This is an optimization exercise on Yosys and OpenROAD, whose aim is small area and a short achievable clock period, not a production implementation. In this exercise RTL edits were held to simulation tests only and were not proved equivalent to the original.

===== run.sh =====
#!/bin/bash
# synth_recipe.tcl (not shown) runs the flow's synth.tcl, then flattens the netlist and writes it again
# the make line also repeats each setting of config.mk as NAME=value (left out here)
make -C /OpenROAD-flow-scripts/flow DESIGN_CONFIG=/design/flow/config.mk WORK_HOME=/design/flow/orfs CLKGATE_MAP_FILE= SYNTH_SCRIPT=/design/flow/synth_recipe.tcl finish

===== config.mk =====
export PLATFORM = sky130hd
export DESIGN_NAME = PE_array
export DESIGN_NICKNAME = PE_array
export VERILOG_FILES = /design/flow/design.v
export SDC_FILE = /design/flow/constraint.sdc
export NUM_CORES = 4
export LEC_CHECK = 0
export CAP_MARGIN = 20
export CORE_MARGIN = 2
export CORE_UTILIZATION = 40
export SETUP_SLACK_MARGIN = 5
export SLEW_MARGIN = 20

===== constraint.sdc =====
create_clock -name core_clock -period 10.0 [get_ports {clk}]
set_input_delay 2.0000 -clock core_clock [delete_from_list [all_inputs] [get_ports {clk}]]
set_output_delay 2.0000 -clock core_clock [all_outputs]
set_load 0.01 [all_outputs]

===== design.v =====
module PE_array (
    input clk,
    input rst,
    input i_en,
    input [15:0] ifmap,
    input [127:0] weight,
    input [255:0] bias,
    output [255:0] ofmap,
    output valid
);
    localparam ROWS = 8;
    reg [4:0] v;
    reg [54:0] cut_r [0:ROWS-1];    
    reg [16:0] q_r  [0:ROWS-1];   
    reg [31:0] ps0  [0:ROWS-1];   
    reg [31:0] bd   [0:ROWS-1];   
    reg [31:0] ps2  [0:ROWS-1];   
    reg [31:0] ps2d [0:ROWS-1];   
    reg [31:0] y    [0:ROWS-1];   
    genvar r, j;
    generate
        for (r = 0; r < ROWS; r = r + 1) begin : row
            wire [7:0] w0 = weight[(0*8 + r)*8 +: 8];
            wire [3:0] neg0, one0, two0;
            booth_enc e0 (.w(w0), .neg(neg0), .one(one0), .two(two0));
            wire [8:0] u00;
            booth_pp pp00 (.x(ifmap[0*8 +: 8]), .neg(neg0[0]), .one(one0[0]), .two(two0[0]), .u(u00));
            wire [8:0] u01;
            booth_pp pp01 (.x(ifmap[0*8 +: 8]), .neg(neg0[1]), .one(one0[1]), .two(two0[1]), .u(u01));
            wire [8:0] u02;
            booth_pp pp02 (.x(ifmap[0*8 +: 8]), .neg(neg0[2]), .one(one0[2]), .two(two0[2]), .u(u02));
            wire [8:0] u03;
            booth_pp pp03 (.x(ifmap[0*8 +: 8]), .neg(neg0[3]), .one(one0[3]), .two(two0[3]), .u(u03));
            wire [7:0] w1 = weight[(1*8 + r)*8 +: 8];
            wire [3:0] neg1, one1, two1;
            booth_enc e1 (.w(w1), .neg(neg1), .one(one1), .two(two1));
            wire [8:0] u10;
            booth_pp pp10 (.x(ifmap[1*8 +: 8]), .neg(neg1[0]), .one(one1[0]), .two(two1[0]), .u(u10));
            wire [8:0] u11;
            booth_pp pp11 (.x(ifmap[1*8 +: 8]), .neg(neg1[1]), .one(one1[1]), .two(two1[1]), .u(u11));
            wire [8:0] u12;
            booth_pp pp12 (.x(ifmap[1*8 +: 8]), .neg(neg1[2]), .one(one1[2]), .two(two1[2]), .u(u12));
            wire [8:0] u13;
            booth_pp pp13 (.x(ifmap[1*8 +: 8]), .neg(neg1[3]), .one(one1[3]), .two(two1[3]), .u(u13));
            wire [7:0] nn;
            for (j = 0; j < 4; j = j + 1) begin : nsum
                assign nn[2*j]   = neg0[j] ^ neg1[j];
                assign nn[2*j+1] = neg0[j] & neg1[j];
            end
            wire ta_s1 = u00[4] ^ u01[2];
            wire ta_c2 = u00[4] & u01[2];
            wire ta_s3 = u00[5] ^ u01[3] ^ u02[1];
            wire ta_c4 = (u00[5] & u01[3]) | (u00[5] & u02[1]) | (u01[3] & u02[1]);
            wire ta_s5 = u00[6] ^ u01[4] ^ u02[2];
            wire ta_c6 = (u00[6] & u01[4]) | (u00[6] & u02[2]) | (u01[4] & u02[2]);
            wire ta_s7 = u03[0] ^ u10[6] ^ u11[4];
            wire ta_c8 = (u03[0] & u10[6]) | (u03[0] & u11[4]) | (u10[6] & u11[4]);
            wire ta_s9 = u00[7] ^ u01[5] ^ u02[3];
            wire ta_c10 = (u00[7] & u01[5]) | (u00[7] & u02[3]) | (u01[5] & u02[3]);
            wire ta_s11 = u03[1] ^ u10[7] ^ u11[5];
            wire ta_c12 = (u03[1] & u10[7]) | (u03[1] & u11[5]) | (u10[7] & u11[5]);
            wire ta_s13 = u12[3] ^ u13[1];
            wire ta_c14 = u12[3] & u13[1];
            wire ta_s15 = u00[8] ^ u01[6] ^ u02[4];
            wire ta_c16 = (u00[8] & u01[6]) | (u00[8] & u02[4]) | (u01[6] & u02[4]);
            wire ta_s17 = u03[2] ^ u10[8] ^ u11[6];
            wire ta_c18 = (u03[2] & u10[8]) | (u03[2] & u11[6]) | (u10[8] & u11[6]);
            wire ta_s19 = u12[4] ^ u13[2];
            wire ta_c20 = u12[4] & u13[2];
            wire ta_s21 = u01[7] ^ u02[5] ^ u03[3];
            wire ta_c22 = (u01[7] & u02[5]) | (u01[7] & u03[3]) | (u02[5] & u03[3]);
            wire ta_s23 = u11[7] ^ u12[5];
            wire ta_c24 = u11[7] & u12[5];
            wire ta_s25 = u01[8] ^ u02[6] ^ u03[4];
            wire ta_c26 = (u01[8] & u02[6]) | (u01[8] & u03[4]) | (u02[6] & u03[4]);
            wire ta_s27 = u00[2] ^ u01[0];
            wire ta_c28 = u00[2] & u01[0];
            wire ta_s29 = u00[3] ^ u01[1] ^ u10[3];
            wire ta_c30 = (u00[3] & u01[1]) | (u00[3] & u10[3]) | (u01[1] & u10[3]);
            wire ta_s31 = u02[0] ^ u10[4] ^ u11[2];
            wire ta_c32 = (u02[0] & u10[4]) | (u02[0] & u11[2]) | (u10[4] & u11[2]);
            wire ta_s33 = u12[0] ^ nn[4];
            wire ta_c34 = u12[0] & nn[4];
            wire ta_s35 = u10[5] ^ u11[3] ^ u12[1];
            wire ta_c36 = (u10[5] & u11[3]) | (u10[5] & u12[1]) | (u11[3] & u12[1]);
            wire ta_s37 = nn[5] ^ ta_s3 ^ ta_c2;
            wire ta_c38 = (nn[5] & ta_s3) | (nn[5] & ta_c2) | (ta_s3 & ta_c2);
            wire ta_s39 = u12[2] ^ u13[0] ^ nn[6];
            wire ta_c40 = (u12[2] & u13[0]) | (u12[2] & nn[6]) | (u13[0] & nn[6]);
            wire ta_s41 = ta_s5 ^ ta_s7 ^ ta_c4;
            wire ta_c42 = (ta_s5 & ta_s7) | (ta_s5 & ta_c4) | (ta_s7 & ta_c4);
            wire ta_s43 = nn[7] ^ ta_s9 ^ ta_s11;
            wire ta_c44 = (nn[7] & ta_s9) | (nn[7] & ta_s11) | (ta_s9 & ta_s11);
            wire ta_s45 = ta_s13 ^ ta_c6 ^ ta_c8;
            wire ta_c46 = (ta_s13 & ta_c6) | (ta_s13 & ta_c8) | (ta_c6 & ta_c8);
            wire ta_s47 = ta_s15 ^ ta_s17 ^ ta_s19;
            wire ta_c48 = (ta_s15 & ta_s17) | (ta_s15 & ta_s19) | (ta_s17 & ta_s19);
            wire ta_s49 = ta_c10 ^ ta_c12 ^ ta_c14;
            wire ta_c50 = (ta_c10 & ta_c12) | (ta_c10 & ta_c14) | (ta_c12 & ta_c14);
            wire ta_s51 = u13[3] ^ ta_s21 ^ ta_s23;
            wire ta_c52 = (u13[3] & ta_s21) | (u13[3] & ta_s23) | (ta_s21 & ta_s23);
            wire ta_s53 = ta_c16 ^ ta_c18 ^ ta_c20;
            wire ta_c54 = (ta_c16 & ta_c18) | (ta_c16 & ta_c20) | (ta_c18 & ta_c20);
            wire ta_s55 = u11[8] ^ u12[6] ^ u13[4];
            wire ta_c56 = (u11[8] & u12[6]) | (u11[8] & u13[4]) | (u12[6] & u13[4]);
            wire ta_s57 = ta_s25 ^ ta_c22 ^ ta_c24;
            wire ta_c58 = (ta_s25 & ta_c22) | (ta_s25 & ta_c24) | (ta_c22 & ta_c24);
            wire ta_s59 = u02[7] ^ u03[5] ^ u12[7];
            wire ta_c60 = (u02[7] & u03[5]) | (u02[7] & u12[7]) | (u03[5] & u12[7]);
            wire ta_s61 = u13[5] ^ ta_c26;
            wire ta_c62 = u13[5] & ta_c26;
            wire ta_s63 = u02[8] ^ u03[6] ^ u12[8];
            wire ta_c64 = (u02[8] & u03[6]) | (u02[8] & u12[8]) | (u03[6] & u12[8]);
            always @(posedge clk) cut_r[r] <= {u13[8], u03[8], ta_c64, u13[7], u03[7], ta_c62, ta_c60, ta_s63, u13[6], ta_c58, ta_c56, ta_s61, ta_s59, ta_c54, ta_c52, ta_s57, ta_s55, ta_c50, ta_c48, ta_s53, ta_s51, ta_c46, ta_c44, ta_s49, ta_s47, ta_c42, ta_c40, ta_s45, ta_s43, ta_c38, ta_c36, ta_s41, ta_s39, ta_c34, ta_c32, ta_s37, ta_s35, ta_c30, ta_s33, ta_s31, ta_s1, ta_c28, ta_s29, nn[3], u11[1], ta_s27, nn[2], u11[0], u10[2], nn[1], u10[1], u00[1], nn[0], u10[0], u00[0]};
            wire tb_s1 = cut_r[r][6] ^ cut_r[r][7];
            wire tb_c2 = cut_r[r][6] & cut_r[r][7];
            wire tb_s3 = cut_r[r][10] ^ cut_r[r][11] ^ cut_r[r][12];
            wire tb_c4 = (cut_r[r][10] & cut_r[r][11]) | (cut_r[r][10] & cut_r[r][12]) | (cut_r[r][11] & cut_r[r][12]);
            wire tb_s5 = cut_r[r][14] ^ cut_r[r][15] ^ cut_r[r][16];
            wire tb_c6 = (cut_r[r][14] & cut_r[r][15]) | (cut_r[r][14] & cut_r[r][16]) | (cut_r[r][15] & cut_r[r][16]);
            wire tb_s7 = cut_r[r][18] ^ cut_r[r][19] ^ cut_r[r][20];
            wire tb_c8 = (cut_r[r][18] & cut_r[r][19]) | (cut_r[r][18] & cut_r[r][20]) | (cut_r[r][19] & cut_r[r][20]);
            wire tb_s9 = cut_r[r][22] ^ cut_r[r][23] ^ cut_r[r][24];
            wire tb_c10 = (cut_r[r][22] & cut_r[r][23]) | (cut_r[r][22] & cut_r[r][24]) | (cut_r[r][23] & cut_r[r][24]);
            wire tb_s11 = cut_r[r][26] ^ cut_r[r][27] ^ cut_r[r][28];
            wire tb_c12 = (cut_r[r][26] & cut_r[r][27]) | (cut_r[r][26] & cut_r[r][28]) | (cut_r[r][27] & cut_r[r][28]);
            wire tb_s13 = cut_r[r][30] ^ cut_r[r][31] ^ cut_r[r][32];
            wire tb_c14 = (cut_r[r][30] & cut_r[r][31]) | (cut_r[r][30] & cut_r[r][32]) | (cut_r[r][31] & cut_r[r][32]);
            wire tb_s15 = cut_r[r][34] ^ cut_r[r][35] ^ cut_r[r][36];
            wire tb_c16 = (cut_r[r][34] & cut_r[r][35]) | (cut_r[r][34] & cut_r[r][36]) | (cut_r[r][35] & cut_r[r][36]);
            wire tb_s17 = cut_r[r][38] ^ cut_r[r][39] ^ cut_r[r][40];
            wire tb_c18 = (cut_r[r][38] & cut_r[r][39]) | (cut_r[r][38] & cut_r[r][40]) | (cut_r[r][39] & cut_r[r][40]);
            wire tb_s19 = cut_r[r][42] ^ cut_r[r][43] ^ cut_r[r][44];
            wire tb_c20 = (cut_r[r][42] & cut_r[r][43]) | (cut_r[r][42] & cut_r[r][44]) | (cut_r[r][43] & cut_r[r][44]);
            wire tb_s21 = cut_r[r][46] ^ cut_r[r][47] ^ cut_r[r][48];
            wire tb_c22 = (cut_r[r][46] & cut_r[r][47]) | (cut_r[r][46] & cut_r[r][48]) | (cut_r[r][47] & cut_r[r][48]);
            wire tb_s23 = cut_r[r][50] ^ cut_r[r][51];
            wire tb_c24 = cut_r[r][50] & cut_r[r][51];
            wire tb_s25 = cut_r[r][0] ^ cut_r[r][1];
            wire tb_c26 = cut_r[r][0] & cut_r[r][1];
            wire tb_s27 = cut_r[r][3] ^ cut_r[r][4] ^ cut_r[r][5];
            wire tb_c28 = (cut_r[r][3] & cut_r[r][4]) | (cut_r[r][3] & cut_r[r][5]) | (cut_r[r][4] & cut_r[r][5]);
            wire tb_s29 = cut_r[r][8] ^ cut_r[r][9] ^ tb_s1;
            wire tb_c30 = (cut_r[r][8] & cut_r[r][9]) | (cut_r[r][8] & tb_s1) | (cut_r[r][9] & tb_s1);
            wire tb_s31 = cut_r[r][13] ^ tb_s3 ^ tb_c2;
            wire tb_c32 = (cut_r[r][13] & tb_s3) | (cut_r[r][13] & tb_c2) | (tb_s3 & tb_c2);
            wire tb_s33 = cut_r[r][17] ^ tb_s5 ^ tb_c4;
            wire tb_c34 = (cut_r[r][17] & tb_s5) | (cut_r[r][17] & tb_c4) | (tb_s5 & tb_c4);
            wire tb_s35 = cut_r[r][21] ^ tb_s7 ^ tb_c6;
            wire tb_c36 = (cut_r[r][21] & tb_s7) | (cut_r[r][21] & tb_c6) | (tb_s7 & tb_c6);
            wire tb_s37 = cut_r[r][25] ^ tb_s9 ^ tb_c8;
            wire tb_c38 = (cut_r[r][25] & tb_s9) | (cut_r[r][25] & tb_c8) | (tb_s9 & tb_c8);
            wire tb_s39 = cut_r[r][29] ^ tb_s11 ^ tb_c10;
            wire tb_c40 = (cut_r[r][29] & tb_s11) | (cut_r[r][29] & tb_c10) | (tb_s11 & tb_c10);
            wire tb_s41 = cut_r[r][33] ^ tb_s13 ^ tb_c12;
            wire tb_c42 = (cut_r[r][33] & tb_s13) | (cut_r[r][33] & tb_c12) | (tb_s13 & tb_c12);
            wire tb_s43 = cut_r[r][37] ^ tb_s15 ^ tb_c14;
            wire tb_c44 = (cut_r[r][37] & tb_s15) | (cut_r[r][37] & tb_c14) | (tb_s15 & tb_c14);
            wire tb_s45 = cut_r[r][41] ^ tb_s17 ^ tb_c16;
            wire tb_c46 = (cut_r[r][41] & tb_s17) | (cut_r[r][41] & tb_c16) | (tb_s17 & tb_c16);
            wire tb_s47 = cut_r[r][45] ^ tb_s19 ^ tb_c18;
            wire tb_c48 = (cut_r[r][45] & tb_s19) | (cut_r[r][45] & tb_c18) | (tb_s19 & tb_c18);
            wire tb_s49 = cut_r[r][49] ^ tb_s21 ^ tb_c20;
            wire tb_c50 = (cut_r[r][49] & tb_s21) | (cut_r[r][49] & tb_c20) | (tb_s21 & tb_c20);
            wire tb_s51 = cut_r[r][52] ^ tb_s23 ^ tb_c22;
            wire tb_c52 = (cut_r[r][52] & tb_s23) | (cut_r[r][52] & tb_c22) | (tb_s23 & tb_c22);
            wire tb_s53 = cut_r[r][53] ^ cut_r[r][54] ^ tb_c24;
            wire tb_c54 = (cut_r[r][53] & cut_r[r][54]) | (cut_r[r][53] & tb_c24) | (cut_r[r][54] & tb_c24);
            wire [16:0] ts = {1'b0, tb_c54, tb_s53, tb_s51, tb_s49, tb_s47, tb_s45, tb_s43, tb_s41, tb_s39, tb_s37, tb_s35, tb_s33, tb_s31, tb_s29, tb_s27, cut_r[r][2]};
            wire [16:0] tc = {1'b0, 1'b0, tb_c52, tb_c50, tb_c48, tb_c46, tb_c44, tb_c42, tb_c40, tb_c38, tb_c36, tb_c34, tb_c32, tb_c30, tb_c28, tb_c26, tb_s25};
            wire [16:0] q;
            add17 aq (.a(ts), .b(tc), .s(q));
            wire [17:0] tq = {1'b0, q_r[r]};
            wire [17:0] t_s = tq ^ {1'b0, ts} ^ {1'b0, tc};
            wire [16:0] t_m = (q_r[r] & ts) | (q_r[r] & tc) | (ts & tc);
            wire [17:0] t_c = {t_m, 1'b0};
            wire [31:0] s1, c1, s2, c2, y1, y2;
            csa32 #(.W(18)) a1 (.a(bd[r]),   .b(t_s), .c(t_c), .s(s1), .co(c1));
            csa32 #(.W(18)) a2 (.a(ps2d[r]), .b(t_s), .c(t_c), .s(s2), .co(c2));
            add32 ay1 (.a(s1), .b(c1), .s(y1));
            add32 ay2 (.a(s2), .b(c2), .s(y2));
            always @(posedge clk) begin
                q_r[r]  <= q;
                ps0[r]  <= bias[r*32 +: 32] - 32'd174080;
                bd[r]   <= ps0[r];
                ps2[r]  <= y1;
                ps2d[r] <= ps2[r];
                y[r]    <= y2;
            end
            assign ofmap[r*32 +: 32] = y[r];
        end
    endgenerate
    always @(posedge clk) begin
        if (rst) v <= 5'd0;
        else     v <= {v[3:0], i_en};
    end
    assign valid = v[4];
endmodule
module booth_enc (
    input [7:0] w,
    output [3:0] neg,
    output [3:0] one,
    output [3:0] two
);
    wire [8:0] we = {w, 1'b0};
    genvar j;
    generate
        for (j = 0; j < 4; j = j + 1) begin : dig
            wire b2 = we[2*j+2], b1 = we[2*j+1], b0 = we[2*j];
            assign neg[j] = b2;
            assign one[j] = b1 ^ b0;
            assign two[j] = (b2 & ~b1 & ~b0) | (~b2 & b1 & b0);
        end
    endgenerate
endmodule
module booth_pp (
    input [7:0] x,
    input neg,
    input one,
    input two,
    output [8:0] u
);
    wire [8:0] xe = {x[7], x};
    wire [8:0] x2 = {x, 1'b0};
    wire [8:0] m = ({9{one}} & xe) | ({9{two}} & x2);
    wire [8:0] e = m ^ {9{neg}};
    assign u = {~e[8], e[7:0]};
endmodule
module csa32 #(parameter W = 17) (
    input [31:0] a,
    input [W-1:0] b,
    input [W-1:0] c,
    output [31:0] s,
    output [31:0] co
);
    wire [31:0] be = {{(32-W){1'b0}}, b};
    wire [31:0] ce = {{(32-W){1'b0}}, c};
    wire [31:0] mj = (a & be) | (a & ce) | (be & ce);
    assign s = a ^ be ^ ce;
    assign co = {mj[30:0], 1'b0};
endmodule
module add17 (input [16:0] a, input [16:0] b, output [16:0] s);
    wire [16:0] g0 = a & b;
    wire [16:0] p0 = a ^ b;
    wire G1 = g0[1] | (p0[1] & g0[0]);
    wire G2 = g0[3] | (p0[3] & g0[2]);
    wire P2 = p0[3] & p0[2];
    wire G3 = g0[5] | (p0[5] & g0[4]);
    wire P3 = p0[5] & p0[4];
    wire G4 = g0[7] | (p0[7] & g0[6]);
    wire P4 = p0[7] & p0[6];
    wire G5 = g0[9] | (p0[9] & g0[8]);
    wire P5 = p0[9] & p0[8];
    wire G6 = g0[11] | (p0[11] & g0[10]);
    wire P6 = p0[11] & p0[10];
    wire G7 = g0[13] | (p0[13] & g0[12]);
    wire P7 = p0[13] & p0[12];
    wire G8 = g0[15] | (p0[15] & g0[14]);
    wire P8 = p0[15] & p0[14];
    wire G9 = G2 | (P2 & G1);
    wire G10 = G4 | (P4 & G3);
    wire P10 = P4 & P3;
    wire G11 = G6 | (P6 & G5);
    wire P11 = P6 & P5;
    wire G12 = G8 | (P8 & G7);
    wire P12 = P8 & P7;
    wire G13 = G10 | (P10 & G9);
    wire G14 = G12 | (P12 & G11);
    wire P14 = P12 & P11;
    wire G15 = G14 | (P14 & G13);
    wire G16 = G11 | (P11 & G13);
    wire G17 = G3 | (P3 & G9);
    wire G18 = G5 | (P5 & G13);
    wire G19 = G7 | (P7 & G16);
    wire G20 = g0[2] | (p0[2] & G1);
    wire G21 = g0[4] | (p0[4] & G9);
    wire G22 = g0[6] | (p0[6] & G17);
    wire G23 = g0[8] | (p0[8] & G13);
    wire G24 = g0[10] | (p0[10] & G18);
    wire G25 = g0[12] | (p0[12] & G16);
    wire G26 = g0[14] | (p0[14] & G19);
    wire G27 = g0[16] | (p0[16] & G15);
    wire [16:0] cy = {G15, G26, G19, G25, G16, G24, G18, G23, G13, G22, G17, G21, G9, G20, G1, g0[0], 1'b0};
    assign s = p0 ^ cy;
endmodule
module add32 (input [31:0] a, input [31:0] b, output [31:0] s);
    wire [31:0] g0 = a & b;
    wire [31:0] p0 = a ^ b;
    wire G1 = g0[1] | (p0[1] & g0[0]);
    wire G2 = g0[3] | (p0[3] & g0[2]);
    wire P2 = p0[3] & p0[2];
    wire G3 = g0[5] | (p0[5] & g0[4]);
    wire P3 = p0[5] & p0[4];
    wire G4 = g0[7] | (p0[7] & g0[6]);
    wire P4 = p0[7] & p0[6];
    wire G5 = g0[9] | (p0[9] & g0[8]);
    wire P5 = p0[9] & p0[8];
    wire G6 = g0[11] | (p0[11] & g0[10]);
    wire P6 = p0[11] & p0[10];
    wire G7 = g0[13] | (p0[13] & g0[12]);
    wire P7 = p0[13] & p0[12];
    wire G8 = g0[15] | (p0[15] & g0[14]);
    wire P8 = p0[15] & p0[14];
    wire G9 = g0[17] | (p0[17] & g0[16]);
    wire P9 = p0[17] & p0[16];
    wire G10 = g0[19] | (p0[19] & g0[18]);
    wire P10 = p0[19] & p0[18];
    wire G11 = g0[21] | (p0[21] & g0[20]);
    wire P11 = p0[21] & p0[20];
    wire G12 = g0[23] | (p0[23] & g0[22]);
    wire P12 = p0[23] & p0[22];
    wire G13 = g0[25] | (p0[25] & g0[24]);
    wire P13 = p0[25] & p0[24];
    wire G14 = g0[27] | (p0[27] & g0[26]);
    wire P14 = p0[27] & p0[26];
    wire G15 = g0[29] | (p0[29] & g0[28]);
    wire P15 = p0[29] & p0[28];
    wire G16 = g0[31] | (p0[31] & g0[30]);
    wire P16 = p0[31] & p0[30];
    wire G17 = G2 | (P2 & G1);
    wire G18 = G4 | (P4 & G3);
    wire P18 = P4 & P3;
    wire G19 = G6 | (P6 & G5);
    wire P19 = P6 & P5;
    wire G20 = G8 | (P8 & G7);
    wire P20 = P8 & P7;
    wire G21 = G10 | (P10 & G9);
    wire P21 = P10 & P9;
    wire G22 = G12 | (P12 & G11);
    wire P22 = P12 & P11;
    wire G23 = G14 | (P14 & G13);
    wire P23 = P14 & P13;
    wire G24 = G16 | (P16 & G15);
    wire P24 = P16 & P15;
    wire G25 = G18 | (P18 & G17);
    wire G26 = G20 | (P20 & G19);
    wire P26 = P20 & P19;
    wire G27 = G22 | (P22 & G21);
    wire P27 = P22 & P21;
    wire G28 = G24 | (P24 & G23);
    wire P28 = P24 & P23;
    wire G29 = G26 | (P26 & G25);
    wire G30 = G28 | (P28 & G27);
    wire P30 = P28 & P27;
    wire G31 = G30 | (P30 & G29);
    wire G32 = G27 | (P27 & G29);
    wire G33 = G19 | (P19 & G25);
    wire G34 = G21 | (P21 & G29);
    wire G35 = G23 | (P23 & G32);
    wire G36 = G3 | (P3 & G17);
    wire G37 = G5 | (P5 & G25);
    wire G38 = G7 | (P7 & G33);
    wire G39 = G9 | (P9 & G29);
    wire G40 = G11 | (P11 & G34);
    wire G41 = G13 | (P13 & G32);
    wire G42 = G15 | (P15 & G35);
    wire G43 = g0[2] | (p0[2] & G1);
    wire G44 = g0[4] | (p0[4] & G17);
    wire G45 = g0[6] | (p0[6] & G36);
    wire G46 = g0[8] | (p0[8] & G25);
    wire G47 = g0[10] | (p0[10] & G37);
    wire G48 = g0[12] | (p0[12] & G33);
    wire G49 = g0[14] | (p0[14] & G38);
    wire G50 = g0[16] | (p0[16] & G29);
    wire G51 = g0[18] | (p0[18] & G39);
    wire G52 = g0[20] | (p0[20] & G34);
    wire G53 = g0[22] | (p0[22] & G40);
    wire G54 = g0[24] | (p0[24] & G32);
    wire G55 = g0[26] | (p0[26] & G41);
    wire G56 = g0[28] | (p0[28] & G35);
    wire G57 = g0[30] | (p0[30] & G42);
    wire [31:0] cy = {G57, G42, G56, G35, G55, G41, G54, G32, G53, G40, G52, G34, G51, G39, G50, G29, G49, G38, G48, G33, G47, G37, G46, G25, G45, G36, G44, G17, G43, G1, g0[0], 1'b0};
    assign s = p0 ^ cy;
endmodule

==> results of run 1 <==
## synthesized netlist by cell type (13+ instances only)
library cell	count	area share, %
a22o_1	29	0.26
o21bai_1	41	0.31
a2111oi_0	36	0.32
xnor2_1	259	2.3
a221oi_1	118	1.0
nand3b_1	43	0.33
o211ai_1	83	0.63
xor2_1	289	2.6
o22ai_1	137	0.87
a31oi_1	46	0.29
o21a_1	102	0.78
mux2i_1	55	0.56
nand2b_1	132	0.84
maj3_1	122	1.2
nor4_1	13	0.082
nand2_1	658	2.5
a21o_1	134	1.0
and2_1	52	0.33
buf_1	92	0.35
and3_1	28	0.18
nor3_1	75	0.38
fa_1	960	19
o21ai_0	309	1.6
a21oi_1	596	3.0
o311ai_0	14	0.12
or3_1	19	0.12
o221ai_1	32	0.28
o311a_1	22	0.22
nand4_1	23	0.15
dfxtp_1	1861	38
inv_1	1041	4.0
ha_1	640	8.1
nor2_1	383	1.5
o31ai_1	15	0.11
nand3_1	266	1.3
clkbuf_1	446	1.7
nor2b_1	152	0.96
nand4b_1	19	0.17
a22oi_1	65	0.49
a211oi_1	124	0.94
o21ai_1	13	0.066
## logic make-up after synthesis
logic type      share of synthesized area, %
compound gates                          12.9
simple gates                            9.14
flops                                   37.7
fa+ha+maj                               28.8
buf+inv                                 6.01
xor+xnor                                4.86
mux                                    0.558
## sequential cells by signal, indices dropped and copies added, names as in the netlist
signal  count
q_r       136
cut_r     440
ps2       256
ps2d      256
bd        256
ps0       256
v           5
y         256
## area by class of cell
| type | count | area, µm² | area share, % |
|---|---|---|---|
| Sequential cell | 1861 | 37300 | 32.3 |
| Multi-Input combinational cell | 6190 | 55700 | 48.4 |
| Inverter | 1043 | 3920 | 3.40 |
| Clock buffer | 269 | 5690 | 4.93 |
| Antenna cell | 13 | 32.5 | 0.0282 |
| Clock inverter | 106 | 1460 | 1.27 |
| Tap cell | 3220 | 4030 | 3.50 |
| Timing Repair Buffer | 732 | 7110 | 6.17 |
## per-layer routing
layer	part of all wire, %	vias up	track usage (%)
li1	-	32937	-
met2	47	1784	32.3
met1	45	33001	25.7
met3	5.6	403	3.66
met4	2.3	46	5.55
met5	0.12	-	0
## repair_timing
action | 4_1_cts | 5_1_grt
resized for setup | 13 | 43
endpoints found under the setup margin | 25 | 108
pin swaps | 0 | 1
## per-stage QoR
stage	hold WS (ps)
after detailed placement	312
after global placement	310
final	255
after global routing	260
after floorplan	310
after CTS	261
## final timing paths
check,startpoint,endpoint
hold reg to reg,ps0[2][16]$_DFF_P_,bd[2][16]$_DFF_P_
setup / recovery,cut_r[5][46]$_DFF_P_,y[5][31]$_DFF_P_
setup reg to reg,cut_r[5][46]$_DFF_P_,y[5][31]$_DFF_P_
hold / removal,ps0[2][16]$_DFF_P_,bd[2][16]$_DFF_P_
## cells in the final DEF, fill, tap and decap left out, types with 21 or more instances in the layout
cell type / netlist / layout
nor3_1: 75 / 75
o21bai_1: 41 / 41
mux2i_1: 55 / 55
nand2_1: 658 / 658
dfxtp_1: 1861 / 1861
clkbuf_16: 0 / 201
buf_4: 0 / 86
o211ai_1: 83 / 83
a22o_1: 29 / 29
inv_1: 1041 / 1038
o221ai_1: 32 / 32
maj3_1: 122 / 122
a31oi_1: 46 / 46
a221oi_1: 118 / 118
nand3b_1: 43 / 43
nand4_1: 23 / 23
and3_1: 28 / 28
clkbuf_8: 0 / 40
nand3_1: 266 / 266
o22ai_1: 137 / 137
o311a_1: 22 / 22
nor2_1: 383 / 383
ha_1: 640 / 640
a21o_1: 134 / 134
o21ai_1: 13 / 21
o21ai_0: 309 / 301
a21oi_1: 596 / 596
o21a_1: 102 / 102
a211oi_1: 124 / 108
clkdlybuf4s50_1: 0 / 641
nor2b_1: 152 / 152
a22oi_1: 65 / 65
and2_1: 52 / 52
xnor2_1: 259 / 259
bufinv_16: 0 / 23
xor2_1: 289 / 289
clkbuf_1: 446 / 28
clkinv_2: 0 / 40
nand2b_1: 132 / 132
fa_1: 960 / 960
## worst reg2reg max path: cells and delay by family (launching register included)
kind            cells  cell delay, ps
compound gates      4            1260
xor+xnor            1             160
simple gates        1             310
buf+inv             2             190
flops               1             310
fa+ha+maj           6            2420
==> run_results.csv, run 1 <==
group,metric,value,unit
floorplan,core_area,246000,µm²
timing,setup_viol,0,
floorplan,initial_core_util,40.2,%
clock_tree,cts_root_buffer,"clkbuf_16",
grt,antenna_found_initial,52,
timing,period_needed,4770,ps
setup_path,arrival,5530,ps
logic_synthesis,synth_seq_cells,1861,
detailed_routing,drt_iter0_markers,4278,
final_layout,nFillCells,22477,
floorplan,die_y,501,µm
setup_path,crit_type,"flip-flop to flip-flop",
setup_path,crit_fanout,4,
detailed_routing,vias,68171,
final_layout,finish.utilization,46.9,%
placed_design,place_area,108000,µm²
run,drv_cap,0,
logic_synthesis,synth.avg_cell_area,10.2,µm²
timing,fmax,0.210,GHz
final_layout,fin_area,115000,µm²
logic_synthesis,async_flop_share,0,%
detailed_routing,dr.pass1.iters,6,
clock_tree,cts_buffers,200,
timing,setup_slack,5230,ps
floorplan,die-area,251000,µm²
timing,max-slew-margin-rel,26.4,%
clock_tree,cts.path.max_buffers,3,
clock_tree,htree_levels,4,
placed_design,post-place-cells,13046,
logic_synthesis,ys_types,72,
floorplan,rows,182,
grt,gr-usage-all-layers,19.4,%
placed_design,place_hpwl,183000,µm
floorplan,die_w,501,µm
setup_path,ff2ff_path_depth,14,
setup_path,ff2ff_setup_slack,5230,ps
timing,finalHoldViolCount,0,
timing,rsz0062_at_grt,"no",
grt,grt.overflow.total,0,
placed_design,portBuffers,659,
detailed_routing,routed_wl,245000,µm
grt,grt_pass1_vias,70024,
detailed_routing,detail_route.wl_per_cell,18.2,µm
clock_tree,cts_tree,"built",
min_path,hold_path_depth,0,
floorplan,io_pins,660,
timing,post-route-period-util,47.7,%
clock_tree,clock-sinks,1861,
setup_path,critical-path-top-delay-family,"adder cells",
detailed_routing,drtAntennaViolNets,0,
logic_synthesis,seq_area_frac_synth,37.7,%
timing,worst_pin_slew,1100,ps
clock_tree,path_clk_slew,60,ps
final_layout,final_layout_size_suffix_gt1_share,4.87,%
setup_path,path_depth,14,
setup_path,endpoint_kind,"flip-flop",
setup_path,cp_data_required_time,10750,ps
logic_synthesis,postSynthNetCount,11635,
clock_tree,post_cts.repair.setup_buffers,0,
timing,tns,0,ps
timing,fin_skew,80.1,ps
logic_synthesis,syn_area,98700,µm²
placed_design,gp_congestion,0.849,
detailed_routing,via_per_inst,5.07,
placed_design,preCtsSetupSlack,4390,ps
final_layout,nets,12031,
setup_path,crit_path_top_delay_cell,"a2111oi_1",
grt,grt_max_degree,121,
setup_path,crit_path_frequent_cell,"fa_1",
logic_synthesis,synth_warnings,15,
final_layout,area_growth,16.7,%
detailed_routing,post-route-drc-count,0,
min_path,hold_class,"flip-flop to flip-flop",
grt,grt_first_pass_wirelength,388000,µm
clock_tree,holdBufCountCts,0,
timing,finalMaxSlewViolations,0,
setup_path,slowest_delay,800,ps
logic_synthesis,synth_top_flop_cell,"dfxtp_1",
logic_synthesis,synth_edf_count,0,
logic_synthesis,syn_inst,9632,
setup_path,start_kind,"flip-flop",
clock_tree,clk_latency,880,ps
run_status,status,"complete, no violations",
setup_path,path_buf_inv,2,
setup_path,path_cells,"inv_1, fa_1, fa_1, inv_1, fa_1, fa_1, ha_1, a21oi_1, o21bai_1, a2111oi_1, nand2b_1, a211oi_1, ha_1, xor2_1",
final_layout,fin_cells,13434,
==> inputs of run 2 (changes only) <==
==> flow/run.sh (new file) <==
#!/bin/bash
# Standard ORFS layout (the standard.sh, unchanged synthesis), with two changes:
# - the port buffers that placement inserts on every input and output are the
#   platform's smallest buffer instead of the one the resizer picks by default (the
#   resizer still resizes them where timing or slew needs it);
# - clock tree synthesis adds no dummy load cells for balancing.
set -euo pipefail
export BUFFER_PORTS_ARGS="-buffer_cell sky130_fd_sc_hd__buf_1"
export CTS_ARGS="-sink_clustering_enable -repair_clock_nets -sink_clustering_size 24 -sink_clustering_max_diameter 90 -dont_use_dummy_load"
bash standard.sh > standard.log 2>&1
==> standard.sh (new file) <==
#!/bin/bash
# synth_recipe.tcl (not shown) runs the flow's synth.tcl, then flattens the netlist and writes it again
# the make line also repeats each setting of config.mk as NAME=value (left out here)
make -C /OpenROAD-flow-scripts/flow DESIGN_CONFIG=/design/flow/config.mk WORK_HOME=/design/flow/orfs CLKGATE_MAP_FILE= SYNTH_SCRIPT=/design/flow/synth_recipe.tcl "${@:-finish}"
--- a/config.mk
+++ b/config.mk
@@ -9,3 +9,3 @@
 export CORE_MARGIN = 2
-export CORE_UTILIZATION = 40
+export CORE_UTILIZATION = 50
 export SETUP_SLACK_MARGIN = 5
removed: run.sh
==> run_results.csv, run 2 <==
group,metric,value,unit
grt,grt_pass1_vias,67746,
placed_design,post-place-cells,12482,
logic_synthesis,seq_area_frac_synth,37.7,%
detailed_routing,vias,67328,
logic_synthesis,yosysMostFrequentCell,"dfxtp_1",
logic_synthesis,ys_types,72,
placed_design,place_area,103000,µm²
setup_path,crit_fanout,4,
setup_path,cp_data_required_time,10690,ps
timing,tns,0,ps
final_layout,fin_cells,12615,
floorplan,rows,163,
floorplan,die_w,448,µm
logic_synthesis,yosys-top-cells-count,"1,861 x dfxtp_1, 1,041 x inv_1, 960 x fa_1, 658 x nand2_1, 640 x ha_1",
floorplan,core_area,197000,µm²
detailed_routing,post-route-drc-count,0,
timing,period_needed,4790,ps
timing,setup_viol,0,
setup_path,reg2reg_from,"cut_r[4][18]$_DFF_P_",
final_layout,fin_area,106000,µm²
run,drv_cap,0,
clock_tree,path_clk_slew,100,ps
detailed_routing,dr.pass1.iters,6,
setup_path,crit_type,"flip-flop to flip-flop",
detailed_routing,drtAntennaViolNets,0,
detailed_routing,detail_route.wl_per_cell,18.2,µm
logic_synthesis,synth_edf_count,0,
min_path,hold_path_depth,0,
setup_path,timing.rr.end,"ps2[4][31]$_DFF_P_",
placed_design,place_hpwl,175000,µm
setup_path,critical-path-top-delay-family,"adder cells",
clock_tree,cts_buffers,104,
min_path,min_from,"ps0[1][29]$_DFF_P_",
logic_synthesis,yosys.area.top_type,"dfxtp_1",
clock_tree,cts_root_buffer,"clkbuf_16",
timing,fmax,0.209,GHz
detailed_routing,routed_wl,230000,µm
logic_synthesis,syn_area,98700,µm²
floorplan,io_pins,660,
logic_synthesis,synth_seq_cells,1861,
floorplan,die-area,201000,µm²
detailed_routing,drt_iter0_markers,3805,
run_status,status,"complete, no violations",
grt,antenna_found_initial,47,
clock_tree,clock-sinks,1861,
setup_path,path_buf_inv,2,
logic_synthesis,synth_warnings,15,
setup_path,crit_path_frequent_cell,"fa_1",
setup_path,crit_path_top_delay_cell,"fa_1",
final_layout,layout_commonest_cell,"dfxtp_1",
timing,finalMaxSlewViolations,0,
clock_tree,cts.path.max_buffers,3,
logic_synthesis,async_flop_share,0,%
logic_synthesis,synth_top_flop_cell,"dfxtp_1",
grt,gr-usage-all-layers,22.9,%
setup_path,ff2ff_path_depth,14,
timing,worst_pin_slew,995,ps
clock_tree,htree_levels,3,
placed_design,portBuffers,659,
setup_path,start_kind,"flip-flop",
timing,fin_skew,70.9,ps
logic_synthesis,postSynthNetCount,11635,
final_layout,final_layout_size_suffix_gt1_share,2.66,%
min_path,hold_class,"flip-flop to flip-flop",
final_layout,largest_reg_flops,440,
final_layout,regMostFlops,"cut_r",
min_path,min_to,"bd[1][29]$_DFF_P_",
grt,grt_first_pass_wirelength,365000,µm
setup_path,slowest_delay,540,ps
setup_path,path_cells,"inv_1, fa_1, fa_1, inv_1, fa_1, fa_1, ha_1, o211ai_1, o21a_1, a211oi_4, o211ai_1, a2111oi_0, ha_1, xor2_1",
clock_tree,clk_latency,770,ps
placed_design,gp_congestion,0.869,
setup_path,ff2ff_setup_slack,5210,ps
timing,max-slew-margin-rel,33.7,%
final_layout,nets,11952,
timing,rsz0062_at_grt,"yes",
logic_synthesis,synth.avg_cell_area,10.2,µm²
floorplan,die_y,448,µm
setup_path,arrival,5490,ps
clock_tree,cts_tree,"built",
timing,post-route-period-util,47.9,%
grt,grt.overflow.total,0,
setup_path,path_depth,14,
grt,grt_max_degree,86,
timing,finalHoldViolCount,0,
final_layout,area_growth,7.45,%
final_layout,layout_common_cells,"1,861 x dfxtp_1, 1,038 x inv_1, 960 x fa_1, 658 x nand2_1, 643 x buf_1",
setup_path,endpoint_kind,"flip-flop",
logic_synthesis,synthTopCellsByArea,"dfxtp_1 38%, fa_1 19%, ha_1 8.1%",
detailed_routing,via_per_inst,5.34,
floorplan,initial_core_util,50.2,%
logic_synthesis,syn_inst,9632,
logic_synthesis,synth_top_area_share,37.7,%
run 2: cell counts after synthesis:
Identical to the previous run, type by type.
run 2: kinds of logic (layout without fill, tap and decap cells):
logic type                 after synthesis  in the layout  share of synthesized area (%)
AOI/OAI and AO/OA                     1969           1969                           12.9
and+or+nand+nor                       1896           1896                           9.14
DFF                                   1861           1861                           37.7
adders and majority gates             1722           1722                           28.8
buffers and inverters                 1581           1896                           6.01
xor gates and xnor gates               548            548                           4.86
muxes                                   55             55                          0.558
other                                    0             28                              0
run 2: worst max path at each step:
| stage | start | to | slack, ps |
|---|---|---|---|
| 6_report | cut_r[4][18]$_DFF_P_ | ps2[4][31]$_DFF_P_ | 5210 |
| 5_1_grt | cut_r[4][10]$_DFF_P_ | y[4][31]$_DFF_P_ | 4990 |
| 4_1_cts | cut_r[7][14]$_DFF_P_ | ps2[7][31]$_DFF_P_ | 5000 |
| 3_5_place_dp | cut_r[7][18]$_DFF_P_ | ps2[7][31]$_DFF_P_ | 4730 |
| 3_3_place_gp | ifmap[2] | cut_r[1][26]$_DFF_P_ | 4770 |
| 2_1_floorplan | cut_r[5][46]$_DFF_P_ | ps2[5][31]$_DFF_P_ | 5640 |
run 2: worst register-to-register path: cells and delay by family, from the launching register on:
family                   cells  cell delay (ps)
buffers and inverters        2              110
adder cells (fa/ha/maj)      6             2540
XOR/XNOR                     1              130
AO/OA/AOI/OAI                5             1620
flip-flops                   1              330
run 2: layout make-up:
class,instances,area (µm²)
timing repair buffer,749,3210
multi-input combinational,6190,55700
fill,17583,90700
sequential,1861,37300
inverter,1043,3920
antenna,28,70.1
clock buffer,104,2600
tap,2640,3300
run 2: what timing repair did:
item,4_1_cts,5_1_grt
gates resized for setup,9,48
setup endpoints to repair,11,97
setup buffers,0,1
endpoints found under the hold margin,0,0
hold buffers,0,0
pin swaps,0,2
run 2: per-layer routing:
metal | wire length, µm | up-vias | GRT usage (%)
li1 | - | 32626 | -
met1 | 99300 | 32638 | 30.0
met2 | 112000 | 1666 | 38.9
met3 | 11400 | 372 | 2.85
met4 | 7050 | 26 | 8.12
met5 | 167 | - | 0
run 2: stage by stage:
stage / util, % / hold slack (ps) / worst slack (ps)
floorplan: - / 310 / 5640
global placement: 52.4 / 310 / 4770
detailed placement: 52.4 / 312 / 4730
CTS: 53.8 / 291 / 5000
global route: 53.9 / 285 / 4990
finish: 53.9 / 291 / 5210
==> inputs of run 3 (changes only) <==
--- a/design.v
+++ b/design.v
@@ -12,3 +12,3 @@
     reg [4:0] v;
-    reg [54:0] cut_r [0:ROWS-1];    
+    reg [44:0] cut_r [0:ROWS-1];    
     reg [16:0] q_r  [0:ROWS-1];   
@@ -113,59 +113,59 @@
             wire ta_c64 = (u02[8] & u03[6]) | (u02[8] & u12[8]) | (u03[6] & u12[8]);
-            always @(posedge clk) cut_r[r] <= {u13[8], u03[8], ta_c64, u13[7], u03[7], ta_c62, ta_c60, ta_s63, u13[6], ta_c58, ta_c56, ta_s61, ta_s59, ta_c54, ta_c52, ta_s57, ta_s55, ta_c50, ta_c48, ta_s53, ta_s51, ta_c46, ta_c44, ta_s49, ta_s47, ta_c42, ta_c40, ta_s45, ta_s43, ta_c38, ta_c36, ta_s41, ta_s39, ta_c34, ta_c32, ta_s37, ta_s35, ta_c30, ta_s33, ta_s31, ta_s1, ta_c28, ta_s29, nn[3], u11[1], ta_s27, nn[2], u11[0], u10[2], nn[1], u10[1], u00[1], nn[0], u10[0], u00[0]};
-            wire tb_s1 = cut_r[r][6] ^ cut_r[r][7];
-            wire tb_c2 = cut_r[r][6] & cut_r[r][7];
-            wire tb_s3 = cut_r[r][10] ^ cut_r[r][11] ^ cut_r[r][12];
-            wire tb_c4 = (cut_r[r][10] & cut_r[r][11]) | (cut_r[r][10] & cut_r[r][12]) | (cut_r[r][11] & cut_r[r][12]);
-            wire tb_s5 = cut_r[r][14] ^ cut_r[r][15] ^ cut_r[r][16];
-            wire tb_c6 = (cut_r[r][14] & cut_r[r][15]) | (cut_r[r][14] & cut_r[r][16]) | (cut_r[r][15] & cut_r[r][16]);
-            wire tb_s7 = cut_r[r][18] ^ cut_r[r][19] ^ cut_r[r][20];
-            wire tb_c8 = (cut_r[r][18] & cut_r[r][19]) | (cut_r[r][18] & cut_r[r][20]) | (cut_r[r][19] & cut_r[r][20]);
-            wire tb_s9 = cut_r[r][22] ^ cut_r[r][23] ^ cut_r[r][24];
-            wire tb_c10 = (cut_r[r][22] & cut_r[r][23]) | (cut_r[r][22] & cut_r[r][24]) | (cut_r[r][23] & cut_r[r][24]);
-            wire tb_s11 = cut_r[r][26] ^ cut_r[r][27] ^ cut_r[r][28];
-            wire tb_c12 = (cut_r[r][26] & cut_r[r][27]) | (cut_r[r][26] & cut_r[r][28]) | (cut_r[r][27] & cut_r[r][28]);
-            wire tb_s13 = cut_r[r][30] ^ cut_r[r][31] ^ cut_r[r][32];
-            wire tb_c14 = (cut_r[r][30] & cut_r[r][31]) | (cut_r[r][30] & cut_r[r][32]) | (cut_r[r][31] & cut_r[r][32]);
-            wire tb_s15 = cut_r[r][34] ^ cut_r[r][35] ^ cut_r[r][36];
-            wire tb_c16 = (cut_r[r][34] & cut_r[r][35]) | (cut_r[r][34] & cut_r[r][36]) | (cut_r[r][35] & cut_r[r][36]);
-            wire tb_s17 = cut_r[r][38] ^ cut_r[r][39] ^ cut_r[r][40];
-            wire tb_c18 = (cut_r[r][38] & cut_r[r][39]) | (cut_r[r][38] & cut_r[r][40]) | (cut_r[r][39] & cut_r[r][40]);
-            wire tb_s19 = cut_r[r][42] ^ cut_r[r][43] ^ cut_r[r][44];
-            wire tb_c20 = (cut_r[r][42] & cut_r[r][43]) | (cut_r[r][42] & cut_r[r][44]) | (cut_r[r][43] & cut_r[r][44]);
-            wire tb_s21 = cut_r[r][46] ^ cut_r[r][47] ^ cut_r[r][48];
-            wire tb_c22 = (cut_r[r][46] & cut_r[r][47]) | (cut_r[r][46] & cut_r[r][48]) | (cut_r[r][47] & cut_r[r][48]);
-            wire tb_s23 = cut_r[r][50] ^ cut_r[r][51];
-            wire tb_c24 = cut_r[r][50] & cut_r[r][51];
-            wire tb_s25 = cut_r[r][0] ^ cut_r[r][1];
-            wire tb_c26 = cut_r[r][0] & cut_r[r][1];
-            wire tb_s27 = cut_r[r][3] ^ cut_r[r][4] ^ cut_r[r][5];
-            wire tb_c28 = (cut_r[r][3] & cut_r[r][4]) | (cut_r[r][3] & cut_r[r][5]) | (cut_r[r][4] & cut_r[r][5]);
-            wire tb_s29 = cut_r[r][8] ^ cut_r[r][9] ^ tb_s1;
-            wire tb_c30 = (cut_r[r][8] & cut_r[r][9]) | (cut_r[r][8] & tb_s1) | (cut_r[r][9] & tb_s1);
-            wire tb_s31 = cut_r[r][13] ^ tb_s3 ^ tb_c2;
-            wire tb_c32 = (cut_r[r][13] & tb_s3) | (cut_r[r][13] & tb_c2) | (tb_s3 & tb_c2);
-            wire tb_s33 = cut_r[r][17] ^ tb_s5 ^ tb_c4;
-            wire tb_c34 = (cut_r[r][17] & tb_s5) | (cut_r[r][17] & tb_c4) | (tb_s5 & tb_c4);
-            wire tb_s35 = cut_r[r][21] ^ tb_s7 ^ tb_c6;
-            wire tb_c36 = (cut_r[r][21] & tb_s7) | (cut_r[r][21] & tb_c6) | (tb_s7 & tb_c6);
-            wire tb_s37 = cut_r[r][25] ^ tb_s9 ^ tb_c8;
-            wire tb_c38 = (cut_r[r][25] & tb_s9) | (cut_r[r][25] & tb_c8) | (tb_s9 & tb_c8);
-            wire tb_s39 = cut_r[r][29] ^ tb_s11 ^ tb_c10;
-            wire tb_c40 = (cut_r[r][29] & tb_s11) | (cut_r[r][29] & tb_c10) | (tb_s11 & tb_c10);
-            wire tb_s41 = cut_r[r][33] ^ tb_s13 ^ tb_c12;
-            wire tb_c42 = (cut_r[r][33] & tb_s13) | (cut_r[r][33] & tb_c12) | (tb_s13 & tb_c12);
-            wire tb_s43 = cut_r[r][37] ^ tb_s15 ^ tb_c14;
-            wire tb_c44 = (cut_r[r][37] & tb_s15) | (cut_r[r][37] & tb_c14) | (tb_s15 & tb_c14);
-            wire tb_s45 = cut_r[r][41] ^ tb_s17 ^ tb_c16;
-            wire tb_c46 = (cut_r[r][41] & tb_s17) | (cut_r[r][41] & tb_c16) | (tb_s17 & tb_c16);
-            wire tb_s47 = cut_r[r][45] ^ tb_s19 ^ tb_c18;
-            wire tb_c48 = (cut_r[r][45] & tb_s19) | (cut_r[r][45] & tb_c18) | (tb_s19 & tb_c18);
-            wire tb_s49 = cut_r[r][49] ^ tb_s21 ^ tb_c20;
-            wire tb_c50 = (cut_r[r][49] & tb_s21) | (cut_r[r][49] & tb_c20) | (tb_s21 & tb_c20);
-            wire tb_s51 = cut_r[r][52] ^ tb_s23 ^ tb_c22;
-            wire tb_c52 = (cut_r[r][52] & tb_s23) | (cut_r[r][52] & tb_c22) | (tb_s23 & tb_c22);
-            wire tb_s53 = cut_r[r][53] ^ cut_r[r][54] ^ tb_c24;
-            wire tb_c54 = (cut_r[r][53] & cut_r[r][54]) | (cut_r[r][53] & tb_c24) | (cut_r[r][54] & tb_c24);
-            wire [16:0] ts = {1'b0, tb_c54, tb_s53, tb_s51, tb_s49, tb_s47, tb_s45, tb_s43, tb_s41, tb_s39, tb_s37, tb_s35, tb_s33, tb_s31, tb_s29, tb_s27, cut_r[r][2]};
-            wire [16:0] tc = {1'b0, 1'b0, tb_c52, tb_c50, tb_c48, tb_c46, tb_c44, tb_c42, tb_c40, tb_c38, tb_c36, tb_c34, tb_c32, tb_c30, tb_c28, tb_c26, tb_s25};
+            wire ta_s65 = u10[2] ^ u11[0];
+            wire ta_c66 = u10[2] & u11[0];
+            wire ta_s67 = u11[1] ^ nn[3] ^ ta_s29;
+            wire ta_c68 = (u11[1] & nn[3]) | (u11[1] & ta_s29) | (nn[3] & ta_s29);
+            wire ta_s69 = ta_s1 ^ ta_s31 ^ ta_s33;
+            wire ta_c70 = (ta_s1 & ta_s31) | (ta_s1 & ta_s33) | (ta_s31 & ta_s33);
+            wire ta_s71 = ta_s35 ^ ta_s37 ^ ta_c32;
+            wire ta_c72 = (ta_s35 & ta_s37) | (ta_s35 & ta_c32) | (ta_s37 & ta_c32);
+            wire ta_s73 = ta_s39 ^ ta_s41 ^ ta_c36;
+            wire ta_c74 = (ta_s39 & ta_s41) | (ta_s39 & ta_c36) | (ta_s41 & ta_c36);
+            wire ta_s75 = ta_s43 ^ ta_s45 ^ ta_c40;
+            wire ta_c76 = (ta_s43 & ta_s45) | (ta_s43 & ta_c40) | (ta_s45 & ta_c40);
+            wire ta_s77 = ta_s47 ^ ta_s49 ^ ta_c44;
+            wire ta_c78 = (ta_s47 & ta_s49) | (ta_s47 & ta_c44) | (ta_s49 & ta_c44);
+            wire ta_s79 = ta_s51 ^ ta_s53 ^ ta_c48;
+            wire ta_c80 = (ta_s51 & ta_s53) | (ta_s51 & ta_c48) | (ta_s53 & ta_c48);
+            wire ta_s81 = ta_s55 ^ ta_s57 ^ ta_c52;
+            wire ta_c82 = (ta_s55 & ta_s57) | (ta_s55 & ta_c52) | (ta_s57 & ta_c52);
+            wire ta_s83 = ta_s59 ^ ta_s61 ^ ta_c56;
+            wire ta_c84 = (ta_s59 & ta_s61) | (ta_s59 & ta_c56) | (ta_s61 & ta_c56);
+            wire ta_s85 = u13[6] ^ ta_s63 ^ ta_c60;
+            wire ta_c86 = (u13[6] & ta_s63) | (u13[6] & ta_c60) | (ta_s63 & ta_c60);
+            wire ta_s87 = u03[7] ^ u13[7];
+            wire ta_c88 = u03[7] & u13[7];
+            always @(posedge clk) cut_r[r] <= {ta_c88, u13[8], u03[8], ta_c86, ta_s87, ta_c64, ta_c84, ta_s85, ta_c62, ta_c82, ta_s83, ta_c58, ta_c80, ta_s81, ta_c54, ta_c78, ta_s79, ta_c50, ta_c76, ta_s77, ta_c46, ta_c74, ta_s75, ta_c42, ta_c72, ta_s73, ta_c38, ta_c70, ta_s71, ta_c34, ta_c68, ta_s69, ta_c30, ta_c66, ta_s67, ta_c28, ta_s65, ta_s27, nn[2], nn[1], u10[1], u00[1], nn[0], u10[0], u00[0]};
+            wire tb_s1 = cut_r[r][0] ^ cut_r[r][1];
+            wire tb_c2 = cut_r[r][0] & cut_r[r][1];
+            wire tb_s3 = cut_r[r][3] ^ cut_r[r][4] ^ cut_r[r][5];
+            wire tb_c4 = (cut_r[r][3] & cut_r[r][4]) | (cut_r[r][3] & cut_r[r][5]) | (cut_r[r][4] & cut_r[r][5]);
+            wire tb_s5 = cut_r[r][6] ^ cut_r[r][7] ^ cut_r[r][8];
+            wire tb_c6 = (cut_r[r][6] & cut_r[r][7]) | (cut_r[r][6] & cut_r[r][8]) | (cut_r[r][7] & cut_r[r][8]);
+            wire tb_s7 = cut_r[r][9] ^ cut_r[r][10] ^ cut_r[r][11];
+            wire tb_c8 = (cut_r[r][9] & cut_r[r][10]) | (cut_r[r][9] & cut_r[r][11]) | (cut_r[r][10] & cut_r[r][11]);
+            wire tb_s9 = cut_r[r][12] ^ cut_r[r][13] ^ cut_r[r][14];
+            wire tb_c10 = (cut_r[r][12] & cut_r[r][13]) | (cut_r[r][12] & cut_r[r][14]) | (cut_r[r][13] & cut_r[r][14]);
+            wire tb_s11 = cut_r[r][15] ^ cut_r[r][16] ^ cut_r[r][17];
+            wire tb_c12 = (cut_r[r][15] & cut_r[r][16]) | (cut_r[r][15] & cut_r[r][17]) | (cut_r[r][16] & cut_r[r][17]);
+            wire tb_s13 = cut_r[r][18] ^ cut_r[r][19] ^ cut_r[r][20];
+            wire tb_c14 = (cut_r[r][18] & cut_r[r][19]) | (cut_r[r][18] & cut_r[r][20]) | (cut_r[r][19] & cut_r[r][20]);
+            wire tb_s15 = cut_r[r][21] ^ cut_r[r][22] ^ cut_r[r][23];
+            wire tb_c16 = (cut_r[r][21] & cut_r[r][22]) | (cut_r[r][21] & cut_r[r][23]) | (cut_r[r][22] & cut_r[r][23]);
+            wire tb_s17 = cut_r[r][24] ^ cut_r[r][25] ^ cut_r[r][26];
+            wire tb_c18 = (cut_r[r][24] & cut_r[r][25]) | (cut_r[r][24] & cut_r[r][26]) | (cut_r[r][25] & cut_r[r][26]);
+            wire tb_s19 = cut_r[r][27] ^ cut_r[r][28] ^ cut_r[r][29];
+            wire tb_c20 = (cut_r[r][27] & cut_r[r][28]) | (cut_r[r][27] & cut_r[r][29]) | (cut_r[r][28] & cut_r[r][29]);
+            wire tb_s21 = cut_r[r][30] ^ cut_r[r][31] ^ cut_r[r][32];
+            wire tb_c22 = (cut_r[r][30] & cut_r[r][31]) | (cut_r[r][30] & cut_r[r][32]) | (cut_r[r][31] & cut_r[r][32]);
+            wire tb_s23 = cut_r[r][33] ^ cut_r[r][34] ^ cut_r[r][35];
+            wire tb_c24 = (cut_r[r][33] & cut_r[r][34]) | (cut_r[r][33] & cut_r[r][35]) | (cut_r[r][34] & cut_r[r][35]);
+            wire tb_s25 = cut_r[r][36] ^ cut_r[r][37] ^ cut_r[r][38];
+            wire tb_c26 = (cut_r[r][36] & cut_r[r][37]) | (cut_r[r][36] & cut_r[r][38]) | (cut_r[r][37] & cut_r[r][38]);
+            wire tb_s27 = cut_r[r][39] ^ cut_r[r][40] ^ cut_r[r][41];
+            wire tb_c28 = (cut_r[r][39] & cut_r[r][40]) | (cut_r[r][39] & cut_r[r][41]) | (cut_r[r][40] & cut_r[r][41]);
+            wire tb_s29 = cut_r[r][42] ^ cut_r[r][43] ^ cut_r[r][44];
+            wire tb_c30 = (cut_r[r][42] & cut_r[r][43]) | (cut_r[r][42] & cut_r[r][44]) | (cut_r[r][43] & cut_r[r][44]);
+            wire [16:0] ts = {1'b0, tb_c30, tb_s29, tb_s27, tb_s25, tb_s23, tb_s21, tb_s19, tb_s17, tb_s15, tb_s13, tb_s11, tb_s9, tb_s7, tb_s5, tb_s3, cut_r[r][2]};
+            wire [16:0] tc = {1'b0, 1'b0, tb_c28, tb_c26, tb_c24, tb_c22, tb_c20, tb_c18, tb_c16, tb_c14, tb_c12, tb_c10, tb_c8, tb_c6, tb_c4, tb_c2, tb_s1};
             wire [16:0] q;
==> run.sh (new file) <==
#!/bin/bash
# synth_recipe.tcl (not shown) runs the flow's synth.tcl, then flattens the netlist and writes it again
# the make line also repeats each setting of config.mk as NAME=value (left out here)
make -C /OpenROAD-flow-scripts/flow DESIGN_CONFIG=/design/flow/config.mk WORK_HOME=/design/flow/orfs CLKGATE_MAP_FILE= SYNTH_SCRIPT=/design/flow/synth_recipe.tcl finish
--- a/config.mk
+++ b/config.mk
@@ -9,3 +9,5 @@
 export CORE_MARGIN = 2
-export CORE_UTILIZATION = 50
+export CORE_UTILIZATION = 40
+export CTS_CLUSTER_DIAMETER = 100
+export CTS_CLUSTER_SIZE = 30
 export SETUP_SLACK_MARGIN = 5
removed: flow/run.sh
removed: standard.sh
==> run_results.csv, run 3 <==
group,metric,value,unit
final_layout,layout_commonest_cell,"dfxtp_1",
logic_synthesis,async_flop_share,0,%
detailed_routing,detail_route.wl_per_cell,18.0,µm
final_layout,area_growth,12.5,%
setup_path,crit_start,"ifmap[2]",
detailed_routing,via_per_inst,5.10,
final_layout,fin_area,108000,µm²
logic_synthesis,ys_types,65,
clock_tree,cts_tree,"built",
floorplan,core_area,240000,µm²
timing,setup_viol,0,
detailed_routing,drtAntennaViolNets,0,
logic_synthesis,synth_seq_cells,1781,
grt,grt.overflow.total,0,
min_path,hold_class,"flip-flop to flip-flop",
logic_synthesis,seq_area_frac_synth,37.0,%
floorplan,die_y,495,µm
detailed_routing,drt_iter0_markers,4133,
logic_synthesis,yosys.area.top_type,"dfxtp_1",
timing,rsz0062_at_grt,"yes",
clock_tree,clk_latency,810,ps
final_layout,layout_common_cells,"1,781 x dfxtp_1, 960 x fa_1, 932 x nand2_1, 640 x ha_1, 639 x inv_1",
clock_tree,cts.path.max_buffers,3,
grt,gr-usage-all-layers,18.9,%
logic_synthesis,synth_warnings,15,
logic_synthesis,yosys-top-cells-count,"1,781 x dfxtp_1, 960 x fa_1, 932 x nand2_1, 640 x ha_1, 640 x inv_1",
timing,worst_pin_slew,1070,ps
placed_design,place_area,105000,µm²
detailed_routing,post-route-drc-count,0,
timing,post-route-period-util,48.5,%
logic_synthesis,synth_edf_count,0,
placed_design,place_hpwl,178000,µm
detailed_routing,vias,65633,
placed_design,gp_congestion,0.862,
timing,timing.hold.ws,301,ps
detailed_routing,dr.pass1.iters,6,
setup_path,crit_type,"input pin to flip-flop",
final_layout,final_layout_size_suffix_gt1_share,3.03,%
logic_synthesis,syn_area,96300,µm²
setup_path,reg2reg_from,"cut_r[5][15]$_DFF_P_",
timing,finalMaxSlewViolations,0,
timing,finalHoldViolCount,0,
placed_design,portBuffers,659,
floorplan,die_w,495,µm
logic_synthesis,synth.avg_cell_area,10.3,µm²
setup_path,arrival,5510,ps
min_path,min_from,"ps0[7][30]$_DFF_P_",
final_layout,largest_reg_flops,360,
logic_synthesis,syn_inst,9366,
logic_synthesis,postSynthNetCount,11369,
clock_tree,cts_root_buffer,"clkbuf_16",
placed_design,post-place-cells,12704,
setup_path,start_kind,"input pin",
timing,fin_skew,76.6,ps
setup_path,crit_fanout,73,
timing,tns,0,ps
setup_path,cp_data_required_time,10650,ps
clock_tree,cts_buffers,85,
logic_synthesis,yosysMostFrequentCell,"dfxtp_1",
clock_tree,clock-sinks,1781,
logic_synthesis,synth_top_area_share,37.0,%
final_layout,nets,11612,
grt,grt_first_pass_wirelength,366000,µm
floorplan,rows,180,
logic_synthesis,synthTopCellsByArea,"dfxtp_1 37%, fa_1 20%, ha_1 8.3%",
clock_tree,path_clk_slew,100,ps
floorplan,io_pins,660,
detailed_routing,routed_wl,232000,µm
final_layout,regMostFlops,"cut_r",
run,drv_cap,0,
setup_path,endpoint_kind,"flip-flop",
floorplan,die-area,245000,µm²
grt,grt_pass1_vias,66867,
run_status,status,"complete, no violations",
final_layout,fin_cells,12861,
timing,fmax,0.206,GHz
grt,grt_max_degree,74,
clock_tree,htree_levels,3,
logic_synthesis,synth_top_flop_cell,"dfxtp_1",
floorplan,initial_core_util,40.1,%
timing,max-slew-margin-rel,28.4,%
grt,antenna_found_initial,58,
timing,period_needed,4850,ps
[run 3: cell count changes after synthesis, moves of 37 or more]
cell / delta
inv_1: -401
nand2_1: +274
nand3_1: -130
maj3_1: +114
dfxtp_1: -80
a221oi_1: -76
a211oi_1: -63
o22ai_1: +60
o21ai_0: +58
o211ai_1: -46
nand3b_1: -39
xnor2_1: -38
nor4_1: +37
[run 3: layer usage]
| layer | global-route usage (%) | vias up | share of wire (%) | wire, µm |
|---|---|---|---|---|
| met1 | 25.0 | 31830 | 45 | 103000 |
| met2 | 31.4 | 1573 | 47 | 109000 |
| li1 | - | 31843 | - | - |
| met5 | 0 | - | 0.16 | 368 |
| met3 | 3.49 | 333 | 5.8 | 13400 |
| met4 | 5.56 | 54 | 2.3 | 5380 |
[run 3: layout make-up]
cell class                 instances  area (µm²)
clock buffer                      89        2170
fill                           22457      132000
timing repair buffer             729        7100
sequential                      1781       35700
inverter                         640        2400
clock inverter                    44         736
antenna                           21        52.6
multi-input combinational       6372       56300
tap                             3185        3990
[run 3: critical path: stages]
cell,delay (ps)
buf_4,460
buf_4,790
nor2b_1,230
a21oi_1,60
o22ai_1,150
a21oi_1,90
fa_1,550
inv_1,60
fa_1,540
inv_1,70
fa_1,420
[run 3: per-stage QoR]
step / utilization, % / setup slack (ps)
4_1_cts: 45.1 / 5000
6_report: 45.1 / 5150
5_1_grt: 45.1 / 4950
3_5_place_dp: 43.8 / 4220
3_3_place_gp: 43.8 / 4270
2_1_floorplan: - / 5250
[run 3: kinds of logic (layout without fill, tap and decap cells)]
group | after synthesis | after routing | synth area share (%)
multiplexers | 79 | 79 | 0.821
buffers and inverters | 1213 | 1502 | 4.73
flip-flops | 1781 | 1781 | 37.0
XOR/XNOR | 540 | 540 | 4.91
adder cells (fa/ha/maj) | 1836 | 1836 | 30.7
other | 0 | 21 | 0
AO/OA/AOI/OAI | 1856 | 1856 | 12.0
AND/OR/NAND/NOR | 2061 | 2061 | 9.76
[run 3: final timing paths]
path,end,slack [ps],depth (start not counted)
max,cut_r[3][22]$_DFF_P_,5150,11
min,bd[7][30]$_DFF_P_,300,0
max reg2reg,y[5][31]$_DFF_P_,5150,14
min reg2reg,bd[7][30]$_DFF_P_,300,0
[run 3: repair_timing]
| item | in CTS | in global routing |
|---|---|---|
| endpoints found under the hold margin | 0 | 0 |
| hold buffers | 0 | 0 |
| resized for setup | 9 | 18 |
| setup endpoints to repair | 54 | 48 |
| pin swaps | 2 | 2 |
| buffers inserted | 2 | 1 |

==> what the ideal ports hide <==
Ports are ideal in the flow. The routed layouts listed here were re-timed in OpenROAD. Step 1 assumes that a clkbuf_16 drives the clock port and a buf_2 every other input. Step 2, shift: input delay + t, output delay - t, t = (earliest + latest rising clock arrival at the registers) / 2. This alone moves slack from input paths to output paths. Three values: ideal ports, drivers, drivers and shift; two values: the first two.
| run | shift t [ns] | slack for setup (ns) | worst setup path at the end | slew at the worst register clock pin (ns) | cell pins on the clock port's net |
|---|---|---|---|---|---|
| run 1 | 0.935 | 5.228 / 5.228 / 4.347 | input to register | 0.08 / 0.08 | 1 |
| run 2 | 0.826 | 5.206 / 5.206 / 4.660 | input to register | 0.10 / 0.10 | 1 |
| run 3 | 0.871 | 5.145 / 5.140 / 4.269 | input to register | 0.12 / 0.12 | 1 |
After both steps every run listed still meets setup and hold. The setup slack of run 1, which loses most, moves by 0.000 ns with the drivers and by -0.881 ns with both steps.
